From an optimization exercise on the open Yosys and OpenROAD flow, aimed at small area; shortcuts taken in it are not production practice.
Function was checked by simulation only, so behaviour that the tests miss may differ from the original.
No activity file was given, so power comes from the tool's default toggle rates.

## flow/config.mk

```make
export PLATFORM = sky130hd
export DESIGN_NAME = MasterShell
export DESIGN_NICKNAME = MasterShell
export VERILOG_FILES = /design/flow/design.v
export SDC_FILE = /design/flow/constraint.sdc
export NUM_CORES = 4
export LEC_CHECK = 0
export CAP_MARGIN = 20
export CORE_MARGIN = 2
export CORE_UTILIZATION = 40
export SLEW_MARGIN = 20
```

## flow/constraint.sdc

```tcl
create_clock -name core_clock -period 10.0 [get_ports {i_clk}]
set_input_delay 2.0000 -clock core_clock [delete_from_list [all_inputs] [get_ports {i_clk}]]
set_output_delay 2.0000 -clock core_clock [all_outputs]
set_load 0.01 [all_outputs]
```

## flow/design.v

```verilog
module MasterShell(
    input             i_clk,
    input             i_reset,
    input      [7:0]  i_dat,
    output     [7:0]  o_dat,
    output    [15:0]  o_addr,
    output            o_cs,
    output            o_we,
    input             i_ack,
    output            o_hsync,
    output            o_vsync,
    output            o_pixel,
    input             i_uart_rx,
    output            o_uart_tx
);
wire [15:0] vgamaster_addr;
wire vgamaster_cs;
wire vgamaster_access;
wire vgaslave_cs;
wire [7:0] o_vgaslave_dat;
wire [7:0] uartmaster_dat;
wire [15:0] uartmaster_addr;
wire uartmaster_ack;
wire uartmaster_we;
wire uartmaster_cs;
reg r_vga_active;
always @(posedge i_clk)
    if (vgamaster_access)
        r_vga_active <= 1;
    else
        r_vga_active <= 0;
MonoVgaText vga0(
    .i_clk(i_clk),
    .i_reset(i_reset),
    .o_vgamaster_addr(vgamaster_addr),
    .i_vgamaster_dat(i_dat),
    .o_vgamaster_cs(vgamaster_cs),
    .o_vgamaster_access(vgamaster_access),
    .i_vgaslave_dat(i_dat),
    .o_vgaslave_dat(o_vgaslave_dat),
    .i_vgaslave_addr(o_addr[1:0]),
    .i_vgaslave_cs(vgaslave_cs),
    .i_vgaslave_we(o_we),
    .o_vgaslave_ack(),
    .o_hsync(o_hsync),
    .o_vsync(o_vsync),
    .o_pixel(o_pixel)
);
UartMaster #(.BAUDRATE(115200),.SYS_FREQ(25000000)) uartmaster0(
    .i_clk(i_clk),
    .i_reset(i_reset),
    .i_data(i_dat),
    .o_data(uartmaster_dat),
    .o_addr(uartmaster_addr),
    .i_ack(uartmaster_ack),
    .o_we(uartmaster_we),
    .o_cs(uartmaster_cs),
    .i_uart_rx(i_uart_rx),
    .o_uart_tx(o_uart_tx)
);
assign          o_dat =  vgaslave_cs ? o_vgaslave_dat : uartmaster_dat;
assign         o_addr = r_vga_active ? vgamaster_addr : uartmaster_addr;
assign           o_we = r_vga_active ? 1'b0 : uartmaster_we;
assign           o_cs = r_vga_active ? vgamaster_cs : 
                         vgaslave_cs ? 1'b0 : uartmaster_cs;
assign    vgaslave_cs = (o_addr[15:1] == 15'h7ff8);  
assign uartmaster_ack = ~r_vga_active && i_ack;
endmodule
module MonoVgaText(
    input             i_clk,
    input             i_reset,
    output     [15:0] o_vgamaster_addr,
    input      [7:0]  i_vgamaster_dat,
    output            o_vgamaster_cs,
    output            o_vgamaster_access,
    input      [7:0]  i_vgaslave_dat,
    output reg [7:0]  o_vgaslave_dat,
    input      [1:0]  i_vgaslave_addr,
    input             i_vgaslave_cs,
    input             i_vgaslave_we,
    output reg        o_vgaslave_ack,
    output reg        o_hsync,
    output reg        o_vsync,
    output            o_pixel
);
parameter
    HSIZE = 640,
    HFP   = 16,
    HSYNC = 96,
    HBP   = 48,
    HPOL  = 0,
    VSIZE = 480,
    VFP   = 10,
    VSYNC = 2,
    VBP   = 33,
    VPOL  = 0;
parameter
    FONT_WIDTH = 8,
    FONT_HEIGHT = 16;
parameter
    FONT_BASE_INITIAL   = 4'h0,  
    SCREEN_BASE_INITIAL = 4'h1;  
reg [9:0] x;
reg [9:0] y;
wire h_start   = (x == 8 - 1);
wire h_fp      = (x == 8 + HSIZE - 1);  
wire h_sp      = (x == 8 + HSIZE + HFP - 1);  
wire h_bp      = (x == 8 + HSIZE + HFP + HSYNC - 1);  
wire h_last    = (x ==     HSIZE + HFP + HSYNC + HBP - 1);  
always @(posedge i_clk)
begin
    x <= h_last ? 'h0 : x + 'd1;
    if (i_reset)
        x <= 0;
end
reg isVisible_x;
always @(posedge i_clk)
begin
    if (h_start)
        isVisible_x <= 1'b1;
    if (h_fp || i_reset)
        isVisible_x <= 1'b0;
end
wire v_fp   = (y == VSIZE - 1);  
wire v_sp   = (y == VSIZE + VFP - 1);  
wire v_bp   = (y == VSIZE + VFP + VSYNC - 1);  
wire v_last = (y == VSIZE + VFP + VSYNC + VBP - 1);  
always @(posedge i_clk)
begin
    if (h_last)
        y <= v_last ? 'h0 : y + 'd1;
    if (i_reset)
        y <= VSIZE + VFP - 1;  
end
reg isVisible_y;
always @(posedge i_clk)
begin
    if (v_last && h_last)
        isVisible_y <= 1'b1;
    if (v_fp || i_reset)
        isVisible_y <= 1'b0;
end
wire isVisible = isVisible_x && isVisible_y;
always @(posedge i_clk)
begin
    if (h_sp) o_hsync <= HPOL;
    if (h_bp) o_hsync <= ~HPOL;
    if (v_sp) o_vsync <= VPOL;
    if (v_bp) o_vsync <= ~VPOL;
    if (i_reset) begin
        o_hsync <= ~HPOL;
        o_vsync <= ~VPOL;
    end
end
reg [15:12] r_font_base;  
reg [15:12] r_screen_base;  
reg [ 7: 0] r_cursor;
reg [11: 0] r_cursor_addr;
always @(posedge i_clk)
    case (i_vgaslave_addr)
        2'h0: o_vgaslave_dat <= {r_font_base[15:12], r_screen_base [15:12]};
        2'h1: o_vgaslave_dat <= r_cursor;
        2'h2: o_vgaslave_dat <= r_cursor_addr[ 7:0];
        2'h3: o_vgaslave_dat <= { 4'h0, r_cursor_addr[11:8]};
    endcase
always @(posedge i_clk)
begin
    if (i_vgaslave_cs)
    begin
        if (i_vgaslave_we) begin
            case (i_vgaslave_addr)
                2'h0: {r_font_base[15:12], r_screen_base [15:12]} <= i_vgaslave_dat[7:0];
                2'h1: r_cursor <= i_vgaslave_dat;
                2'h2: r_cursor_addr[ 7:0] <= i_vgaslave_dat;
                2'h3: r_cursor_addr[11:8] <= i_vgaslave_dat[3:0];
            endcase
        end
    end
    if (i_reset) begin
        r_font_base   <= FONT_BASE_INITIAL;
        r_screen_base <= SCREEN_BASE_INITIAL;
        r_cursor      <= 8'd219;
        r_cursor_addr <= 12'd0;
    end
end
always @(posedge i_clk)
    o_vgaslave_ack <= i_vgaslave_cs;
wire start_fetch = (isVisible && (x[2:0] == 3'h3)) || (isVisible_y && (x==3));
reg [3:0] r_phases;
always @(posedge i_clk)
begin
    if (start_fetch)
        r_phases <= 4'b0001;
    else
        r_phases <= { r_phases[2:0], 1'b0 };
end
wire output_addr_char_from_screen = r_phases[0];
wire       fetch_char_from_screen = r_phases[1];
wire      output_address_fontline = r_phases[2];
wire               fetch_fontline = r_phases[3];
reg [11:0] r_screen_addr_nextline;
always @(posedge i_clk)
begin
    if (h_last && (y[3:0] == 4'b1111))
        r_screen_addr_nextline <= r_screen_addr_nextline + HSIZE / FONT_WIDTH;
    if (~isVisible_y)
        r_screen_addr_nextline <= 0;
end
reg  [11:0] r_screen_addr_rel;  
always @(posedge i_clk)
begin
    if (x[2:0] == 3'b111) begin
        r_screen_addr_rel <= r_screen_addr_rel + 'h1;  
    end
    if (x==0)
        r_screen_addr_rel <= r_screen_addr_nextline;
end
wire [15:0] screen_addr = { r_screen_base[15:12], r_screen_addr_rel[11:0] };
reg [23:0] blink;
always @(posedge i_clk)
    if (i_reset)
        blink <= 24'd0;
    else
        blink <= blink + 1'b1;
wire on_cursor_position = (r_screen_addr_rel == r_cursor_addr) && blink[23];
wire [11:0] font_addr_rel;
wire [15:0] font_addr = { r_font_base[15:12], r_font_addr_rel[11:0] };
wire [7:0] character = on_cursor_position ? r_cursor : i_vgamaster_dat;
reg [11:0] r_font_addr_rel;
always @(posedge i_clk)
begin
    if (fetch_char_from_screen) begin
        r_font_addr_rel <= { character, y[3:0] };
    end
end
reg [7:0] r_fontline;
always @(posedge i_clk)
begin
    if (fetch_fontline)
    begin
        r_fontline <= i_vgamaster_dat;
    end
end
assign o_vgamaster_cs   = output_address_fontline || output_addr_char_from_screen;
assign o_vgamaster_addr = output_address_fontline      ? font_addr :
                          output_addr_char_from_screen ? screen_addr : 16'h00;
assign o_vgamaster_access = start_fetch || fetch_char_from_screen;
assign o_pixel = isVisible && r_fontline[~x[2:0]];
endmodule
module UartMaster(
    input  i_clk,
    input  i_reset,
    input  [7:0]  i_data,
    output [7:0]  o_data,
    output [15:0] o_addr,
    input  i_ack,
    output o_we,
    output o_cs,
    input  i_uart_rx,
    output o_uart_tx
);
parameter
    BAUDRATE = 115200,
    SYS_FREQ = 2500000;
wire uart_tx_ready;
wire uart_tx_pulse;
wire uart_rx_received;
wire [7:0] uart_rx_dat;
wire [7:0] uart_tx_dat;
UartProtocol uartprotocol0 (
    .i_clk(i_clk),
    .i_reset(i_reset),
    .i_ack(i_ack),
    .i_dat(i_data),
    .o_dat(o_data),
    .o_addr(o_addr),
    .o_we(o_we),
    .o_cs(o_cs),
    .i_uart_received_pulse(uart_rx_received),
    .i_uart_dat(uart_rx_dat),
    .i_uart_send_ready(uart_tx_ready),
    .o_uart_send_pulse(uart_tx_pulse),
    .o_uart_dat(uart_tx_dat)
);
uart_rx #(.TICK(SYS_FREQ/BAUDRATE)) uart_rx0(
    .i_clk(i_clk),
    .i_reset(i_reset),
    .o_dat(uart_rx_dat),
    .o_received(uart_rx_received),
    .rx(i_uart_rx)
);
uart_tx #(.TICK(SYS_FREQ/BAUDRATE)) uart_tx0(
    .i_clk(i_clk),
    .i_reset(i_reset),
    .i_dat(uart_tx_dat),
    .i_start(uart_tx_pulse),
    .o_ready(uart_tx_ready),
    .tx(o_uart_tx)
);
endmodule
module UartProtocol (
    input i_clk,
    input i_reset,
    input i_ack,
    input [7:0] i_dat,
    output [7:0] o_dat,
    output [15:0] o_addr,
    output o_we,
    output o_cs,
    input i_uart_received_pulse,
    input [7:0] i_uart_dat,
    input i_uart_send_ready,
    output o_uart_send_pulse,
    output [7:0] o_uart_dat
);
localparam
    MODE_ADDRESS = 0,
    MODE_WRITE   = 1;
reg r_mode;
wire address_pulse = i_uart_received_pulse && (i_uart_dat == "L");
wire write_pulse = i_uart_received_pulse && (i_uart_dat == "W");
wire perform_read_pulse = i_uart_received_pulse && (i_uart_dat == "R");
always @(posedge i_clk)
begin
    if (address_pulse || i_reset)
        r_mode <= MODE_ADDRESS;
    if (write_pulse)
        r_mode <= MODE_WRITE;
end
reg [1:0] r_nibble_idx;
always @(posedge i_clk)
begin
    if (address_pulse || write_pulse || perform_read_pulse || i_reset)
        r_nibble_idx <= 0;
    else if (i_uart_received_pulse)
        r_nibble_idx <= r_nibble_idx + 1'b1;
end
wire [7:0] nibble_09 = i_uart_dat - 8'd48;  
wire [7:0] nibble_af = i_uart_dat - 8'd97 + 8'd10;  
wire [7:0] nibble    = i_uart_dat[6] ? nibble_af : nibble_09; 
wire nibble_valid = ~|nibble[7:4] && i_uart_received_pulse;
wire perform_write_pulse = (r_mode == MODE_WRITE) && nibble_valid && r_nibble_idx[0];
reg [7:0] r_data;
always @(posedge i_clk)
begin
    if (r_mode == MODE_WRITE) begin
        if (nibble_valid) begin
            case (r_nibble_idx[0])
                0: r_data[3:0] <= nibble[3:0];
                1: r_data[7:4] <= nibble[3:0];
            endcase
        end
    end
    if (read_done_pulse) begin
        r_data <= i_dat;
    end
end
reg r_wstate;
always @(posedge i_clk)
begin
    case (r_wstate)
        0: if (perform_write_pulse) r_wstate <= 1;
        1: if (i_ack) r_wstate <= 0;
    endcase
    if (i_reset) begin
        r_wstate <= 0;
    end
end
wire write_done_pulse = r_wstate && i_ack;
reg [1:0] r_rstate;
always @(posedge i_clk)
begin
    case (r_rstate)
        0: if (perform_read_pulse) r_rstate <= 1;
        1: if (i_ack)              r_rstate <= 2;
        2: if (i_uart_send_ready)  r_rstate <= 3;
        3: if (i_uart_send_ready)  r_rstate <= 0;
    endcase
    if(i_reset) begin
        r_rstate <= 0;
    end
end
wire [3:0] nibble_read  = (r_rstate == 2) ? r_data[7:4] : r_data[3:0];
wire [7:0] ascii_nibble = { 4'd0, nibble_read } + ((nibble_read > 9) ? 8'd87 : 8'd48);
assign o_uart_dat = ascii_nibble;
assign o_uart_send_pulse = r_rstate[1] && i_uart_send_ready;
wire read_done_pulse = (r_rstate==1) && i_ack;
reg [15:0] r_address;
always @(posedge i_clk)
begin
    if (r_mode == MODE_ADDRESS) begin
        if (nibble_valid) begin
            case (r_nibble_idx)
                0: r_address[3:0] <= nibble[3:0];
                1: r_address[7:4] <= nibble[3:0];
                2: r_address[11:8] <= nibble[3:0];
                3: r_address[15:12] <= nibble[3:0];
            endcase
        end
    end
    if (read_done_pulse || write_done_pulse) begin
        r_address <= r_address + 1'b1;
    end
    if (i_reset) begin
        r_address <= 16'h0000;
    end
end
assign o_cs = r_wstate || (r_rstate == 1);
assign o_we = r_wstate;
assign o_addr = r_address;
assign o_dat = r_data;
endmodule
module uart_rx(
    input i_clk,
    input i_reset,
    output [7:0] o_dat,
    output o_received,
    input rx
);
parameter TICK = 21;  
reg [8:0] baud_rx;
wire baud_start;
wire baud_reset = (baud_rx[8:0] == TICK[8:0]);
wire tick_rx = (baud_rx[8:0] == TICK[8:0]/2);
always @(posedge i_clk) begin
    if( baud_start || baud_reset ) begin
        baud_rx <= 0;
    end else begin
        baud_rx <= baud_rx + 1;
    end
end
localparam
    IDLE = 10,
    STARTBIT = 11,
    STOPBIT = 8,
    INTERRUPT = 9,
    RECEIVE = 0;
reg [3:0] state_rx;
wire [2:0] bit_idx = state_rx[2:0];
assign baud_start = (state_rx == IDLE) && (rx == 1'b0);
assign o_received = (state_rx == INTERRUPT);
reg [7:0] rx_buf;  
always @(posedge i_clk) begin
    case( state_rx )
        IDLE:  
            if( rx == 1'b0 ) begin
                state_rx <= STARTBIT;
            end
        STARTBIT:
            if( tick_rx ) begin
                state_rx <= rx ? IDLE : RECEIVE;
            end
        STOPBIT:
            if( tick_rx ) begin
                state_rx <= rx ? INTERRUPT : IDLE;
            end
        INTERRUPT:
            begin
                state_rx <= IDLE;
            end
        default:
            if( tick_rx ) begin
                rx_buf[ bit_idx ] <= rx;
                state_rx <= state_rx + 1;
            end
    endcase
    if( i_reset ) begin
        state_rx <= IDLE;
    end
end
assign o_dat = rx_buf;
endmodule
/*verilator lint_off UNUSED*/
module uart_tx(
    i_clk,
    i_reset,
    i_dat,
    i_start,
    o_ready,
    tx
);
input i_clk;
input i_reset;
input [7:0] i_dat;
input i_start;
output o_ready;
output tx;
parameter TICK = 21;  
reg [7:0] r_data;
always @(posedge i_clk)
    if (i_start)
        r_data <= i_dat;
reg [8:0] baud_tx;
wire tick_tx = (baud_tx[8:0] == TICK[8:0]);
wire idle;
always @(posedge i_clk) begin
	if(idle || tick_tx) begin
		baud_tx <= 0;
	end else begin
		baud_tx <= baud_tx + 1;
	end
end
localparam
    SEND      = 4'd0,
    STOPBIT1  = 4'd8,
    STOPBIT2  = 4'd9,
    INTERRUPT = 4'd10,
    IDLE      = 4'd11,
    STARTBIT  = 4'd12;
reg [3:0] state_tx;
wire [2:0] bit_idx = state_tx[2:0];
assign tx = (state_tx  < STOPBIT1) ? r_data[ bit_idx ] :
            (state_tx == STARTBIT) ? 1'b0 :  
                                     1'b1;   
assign idle = (state_tx == IDLE);
always @(posedge i_clk)
begin
    case( state_tx )
        INTERRUPT:  
            begin
                state_tx <= IDLE;
            end
        IDLE:  
            if( i_start ) begin
                state_tx <= STARTBIT;
            end
        STARTBIT:  
            if( tick_tx ) begin
                state_tx <= SEND;
            end
        default:
            if( tick_tx ) begin
                state_tx <= state_tx + 1;
            end
    endcase
    if( i_reset ) begin
        state_tx <= IDLE;
    end
end
assign o_ready = idle;
endmodule
```

## flow/run.sh

```bash
#!/bin/bash
# synth_recipe.tcl (not shown) runs the flow's synth.tcl, then flattens the netlist and writes it again
# the make line also repeats each setting of config.mk as NAME=value (left out here)
make -C /OpenROAD-flow-scripts/flow DESIGN_CONFIG=/design/flow/config.mk WORK_HOME=/design/flow/orfs CLKGATE_MAP_FILE= SYNTH_SCRIPT=/design/flow/synth_recipe.tcl finish
```

==> flow_summary.toml <==
[status]
status = "complete, no violations"

[sta]
max_freq_mhz = 167
report.final.slew_viol_count = 0
period_share = 0.598
fin_crit_ps = 5980
final.setup.worst_slack_ps = 4020
setup_viol = 0
actual_transition_at_the_worst_max_transition_pin_ps = 917
final_hold_viol_count = 0
final.setup.tns_ps = 0
unrepaired_setup_endpoints_after_global_routing = "no"
clock_skew_ps = 10.2
slew_headroom = 0.388

[synth]
ys.flop_type = "sky130_fd_sc_hd__dfxtp_1"
yosys.area_share.simple = 0.222
syn-mean-instance-area_um2 = 9.25
synth_top_family_by_area = "simple AND/OR/NAND/NOR gates"
netlist-cell-type-count = 70
synth_seq_cells = 200
synthesis.nets = 1159
synth_compound_gate_area_share = 0.120
yosys.area_share.adder = 0.0514
async_reset_ff_frac = 0
synthXorXnorAreaFrac = 0.0720
syn_inst = 1105
sequential_area_share_after_synthesis = 0.446
number_of_enable_flip_flop_cells_after_synthesis = 55
synth_area_um2 = 10200
synth_mux_area_frac = 0.0548
yosysWarningCount = 5

[placement]
preCtsSetupSlack_ps = 4450
dpl.hpwl_um = 17200
routabilityCongestion = 0.850
placement.io_buffers = 41

[drt]
drt_first_iter_violations = 723
drtPass1Iterations = 5
met2RoutedLength_um = 10900
wirelength_um = 24200
drt-met1-wl_um = 11600
final_routed_drc_violation_total = 0
mean_number_of_vias_per_cell = 5.35
wl_met3_um = 1220
total_vias_in_the_final_route = 7851
routed.top_layer = "met4"
count_of_nets_left_with_antenna_violations_after_detail_routing = 0
wl_per_cell_um = 16.5

[pwr]
p_switching_w = 0.000560
switching_share = 0.298
power_leakage_nw = 4.00
power.internal_w = 0.00132
power.sequential.fraction = 0.493
part_of_the_power_in_the_clock_network = 0.368
ir_worst_vdd_uv = 98.0
power_per_cell_area_nw_per_um2 = 164
logic_pwr_share = 0.138

[critical_path]
crit_path_cell_trace = "nand3b_1, a31oi_2, buf_4, or4b_4, nor4_2, buf_4, nand2_1, mux2_2, clkdlybuf4s50_1"
crit_path_max_incr_delay_ps = 920
timing.critical_path.slowest_stage_cell = "sky130_fd_sc_hd__dfxtp_1"
cp_data_required_time_ps = 8000
reg2reg_start = "uartmaster0.uart_rx0.state_rx[0]$_SDFFE_PP0P_"
critical-path-top-delay-family = "simple AND/OR/NAND/NOR gates"
timing.setup.critical_path_class = "flip-flop to primary output"
worstPathArrival_ps = 3980
path_max_fanout = 34
critPathMostFrequentCell = "sky130_fd_sc_hd__buf_4"
worst_setup_path_end_kind = "primary output"
kind_of_start_point_of_the_critical_path = "flip-flop"
critical_path_buf_inv_count = 3
worst_setup_path_startpoint = "vga0.r_phases[2]$_SDFF_PP0_"

[cts]
total_clock_sinks = 200
cts_tree = "done"
post-cts-setup-buffers = 0
post_cts_resize_count = 0
worst_setup_hold_path_clk_slew_ps = 80
cts_hold_buffers = 0
clk_root_buffer_cell = "sky130_fd_sc_hd__clkbuf_16"
htree_num_levels = 4
max-clock-path-buffers = 2
tritoncts.num_buffers = 17
clock_insertion_delay_worst_skew_ps = 440

[floorplanning]
start_util = 0.407
fp.dieArea_um2 = 26800
placementRows = 58
die_width_um = 164
floorplan.die.height_um = 164
count_of_boundary_i_o_pins = 42
core_um2 = 25100

[layout]
finish.net_count = 1179
regArea_um2 = 4560
post_route_cells_drive_above_1_share = 0.0703
multi_input_area_um2 = 5320
diodes_inserted = 0
synthToLayoutAreaGrowth_pct = 12.2
final.fill_count = 2486

[grt]
grt_use_total = 0.187
grt_antenna_before_repair = 0
grt_max_degree = 57
wire_length_of_the_first_global_routing_pass_um = 39600
globalRouteOverflowTotal = 0
first_global_vias = 7440

[min_path]
holdCritPathClass = "flip-flop to flip-flop"
critical_hold_path_startpoint = "vga0.o_vsync$_SDFFE_PP1N_"

[job]
max-cap-violations = 0
[flip-flops by register name, summed over array words and instances (netlist names), 2 cells and up]
| name | flops |
|---|---|
| vga0.blink | 24 |
| uartmaster0.uartprotocol0.r_address | 16 |
| vga0.r_cursor_addr | 12 |
| vga0.r_font_addr_rel | 12 |
| vga0.r_screen_addr_rel | 12 |
| vga0.x | 10 |
| vga0.y | 10 |
| uartmaster0.uart_rx0.baud_rx | 9 |
| uartmaster0.uart_tx0.baud_tx | 9 |
| uartmaster0.uart_rx0.rx_buf | 8 |
| uartmaster0.uartprotocol0.r_data | 8 |
| vga0.o_vgaslave_dat | 8 |
| vga0.r_cursor | 8 |
| vga0.r_fontline | 8 |
| vga0.r_screen_addr_nextline | 8 |
| uartmaster0.uart_tx0.r_data | 7 |
| uartmaster0.uart_rx0.state_rx | 4 |
| uartmaster0.uart_tx0.state_tx | 4 |
| vga0.r_font_base | 4 |
| vga0.r_phases | 4 |
| vga0.r_screen_base | 4 |
| uartmaster0.uartprotocol0.r_nibble_idx | 2 |
| uartmaster0.uartprotocol0.r_rstate | 2 |
[tightest hold or removal path, delay by kind of cell (launching register included)]
family,cells,cell delay [ps]
flops,1,320
simple gates,2,100
[cell usage in the layout (no fill, tap or decap), drive strengths merged, types with 3 or more instances in the layout]
cell           netlist  final
a21boi               4      4
a21o                 3      3
a21oi               58     58
a31o                 4      4
a31oi               26     26
a41oi                5      5
and2                17     17
and3                13     13
and4                 5      5
buf                 17      7
clkbuf              29     17
clkdlybuf4s50        0     40
clkinv               1      7
dfxtp              145    145
edfxtp              55     55
ha                  42     42
inv                 33     42
mux2                18     18
mux2i               20     20
mux4                 7      7
nand2              106    106
nand2b              14     14
nand3               47     47
nand3b              21     21
nand4               33     33
nor2               133    133
nor2b               21     21
nor3                16     16
nor4                 7      7
nor4b                3      3
o211ai              14     14
o21a                 8      8
o21ai               47     47
o22ai                5      5
o311ai               4      4
or2                  3      3
or3                  8      8
xnor2               32     32
xor2                52     52
[power groups by stage]
stage          Clock, W  Sequential [W]  Combinational, W
3_3_place_gp          0        0.000944          0.000256
4_1_cts        0.000712        0.000925          0.000261
6_report       0.000691        0.000926          0.000260
5_1_grt        0.000743        0.000933          0.000298
2_1_floorplan         0        0.000918          0.000211
3_5_place_dp          0        0.000944          0.000258
[cell families after synthesis]
logic type                 after synthesis
adders and majority gates               42
buffers and inverters                   80
muxes                                   45
and+or+nand+nor                        455
AOI/OAI and AO/OA                      198
DFF                                    200
other                                    1
xor gates and xnor gates                84
[final timing paths]
kind              slack [ps]                                            end  cells after the start
setup / recovery        4020                                       o_dat[3]                      9
setup reg to reg        6570  uartmaster0.uartprotocol0.r_data[6]$_DFFE_PP_                      7
hold reg to reg          470                      vga0.o_vsync$_SDFFE_PP1N_                      2
hold / removal           470                      vga0.o_vsync$_SDFFE_PP1N_                      2
[final cells by class]
cell class,count,share of cell area
clock buffers,17,0.0371
well taps,330,0.0360
repair buffers,47,0.0393
inverters,34,0.0111
clock inverters,15,0.0151
multi-input cells,825,0.464
flip-flops and latches,200,0.397
[routing by layer]
| layer | global-route usage | up-vias |
|---|---|---|
| met5 | 0 | - |
| met4 | 0.0650 | 0 |
| met3 | 0.0318 | 31 |
| met2 | 0.292 | 178 |
| met1 | 0.261 | 3673 |
| li1 | - | 3969 |
[stage by stage]
step / instances / hold WS, ps / cell area (µm²) / utilization / power [W]
6_report: 1468 / 470 / 11500 / 0.457 / 0.00188
5_1_grt: 1468 / 474 / 11500 / 0.457 / 0.00197
4_1_cts: 1468 / 464 / 11500 / 0.457 / 0.00190
3_5_place_dp: 1436 / 443 / 10900 / 0.433 / 0.00120
3_3_place_gp: 1436 / 434 / 10900 / 0.433 / 0.00120
2_1_floorplan: 1105 / 435 / 10200 / - / 0.00113
[cells in the mapped netlist (all sizes together) (20+ instances only)]
| library cell | n | area (µm²) |
|---|---|---|
| o21ai | 47 | 235 |
| clkbuf | 29 | 109 |
| mux2i | 20 | 200 |
| dfxtp | 145 | 2900 |
| edfxtp | 55 | 1650 |
| a21oi | 58 | 290 |
| nor2b | 21 | 131 |
| xnor2 | 32 | 280 |
| nand4 | 33 | 206 |
| a31oi | 26 | 169 |
| nand2 | 106 | 398 |
| inv | 33 | 124 |
| ha | 42 | 526 |
| nand3 | 47 | 235 |
| nor2 | 133 | 509 |
| xor2 | 52 | 455 |
| nand3b | 21 | 158 |

==> separate check: timing with driven ports <==
How much do the figures lean on ideal ports? The routed layout below was timed once more, with nothing changed but the port constraints. Step 1 (the two cells are an assumption about what drives the block):
set clk [get_ports {i_clk}]
set_driving_cell -lib_cell sky130_fd_sc_hd__clkbuf_16 $clk
set_driving_cell -lib_cell sky130_fd_sc_hd__buf_2 [delete_from_list [all_inputs] $clk]
Step 2 moves the port delays by t, midway between the first and last clock arrival at a register: inputs arrive t later, outputs are due t later. That takes back most of the time a late clock gives input paths. Three values: ideal ports, drivers, drivers and shift; two values: the first two.
shift t [ns]: 0.483
setup WS [ns]: 4.016 / 3.968 / 4.451
worst data-port slew with drivers (ns): 0.04
After both steps this run still meets setup and hold. For this run, drivers alone change the setup slack by -0.048 ns; drivers and shift together by +0.435 ns.
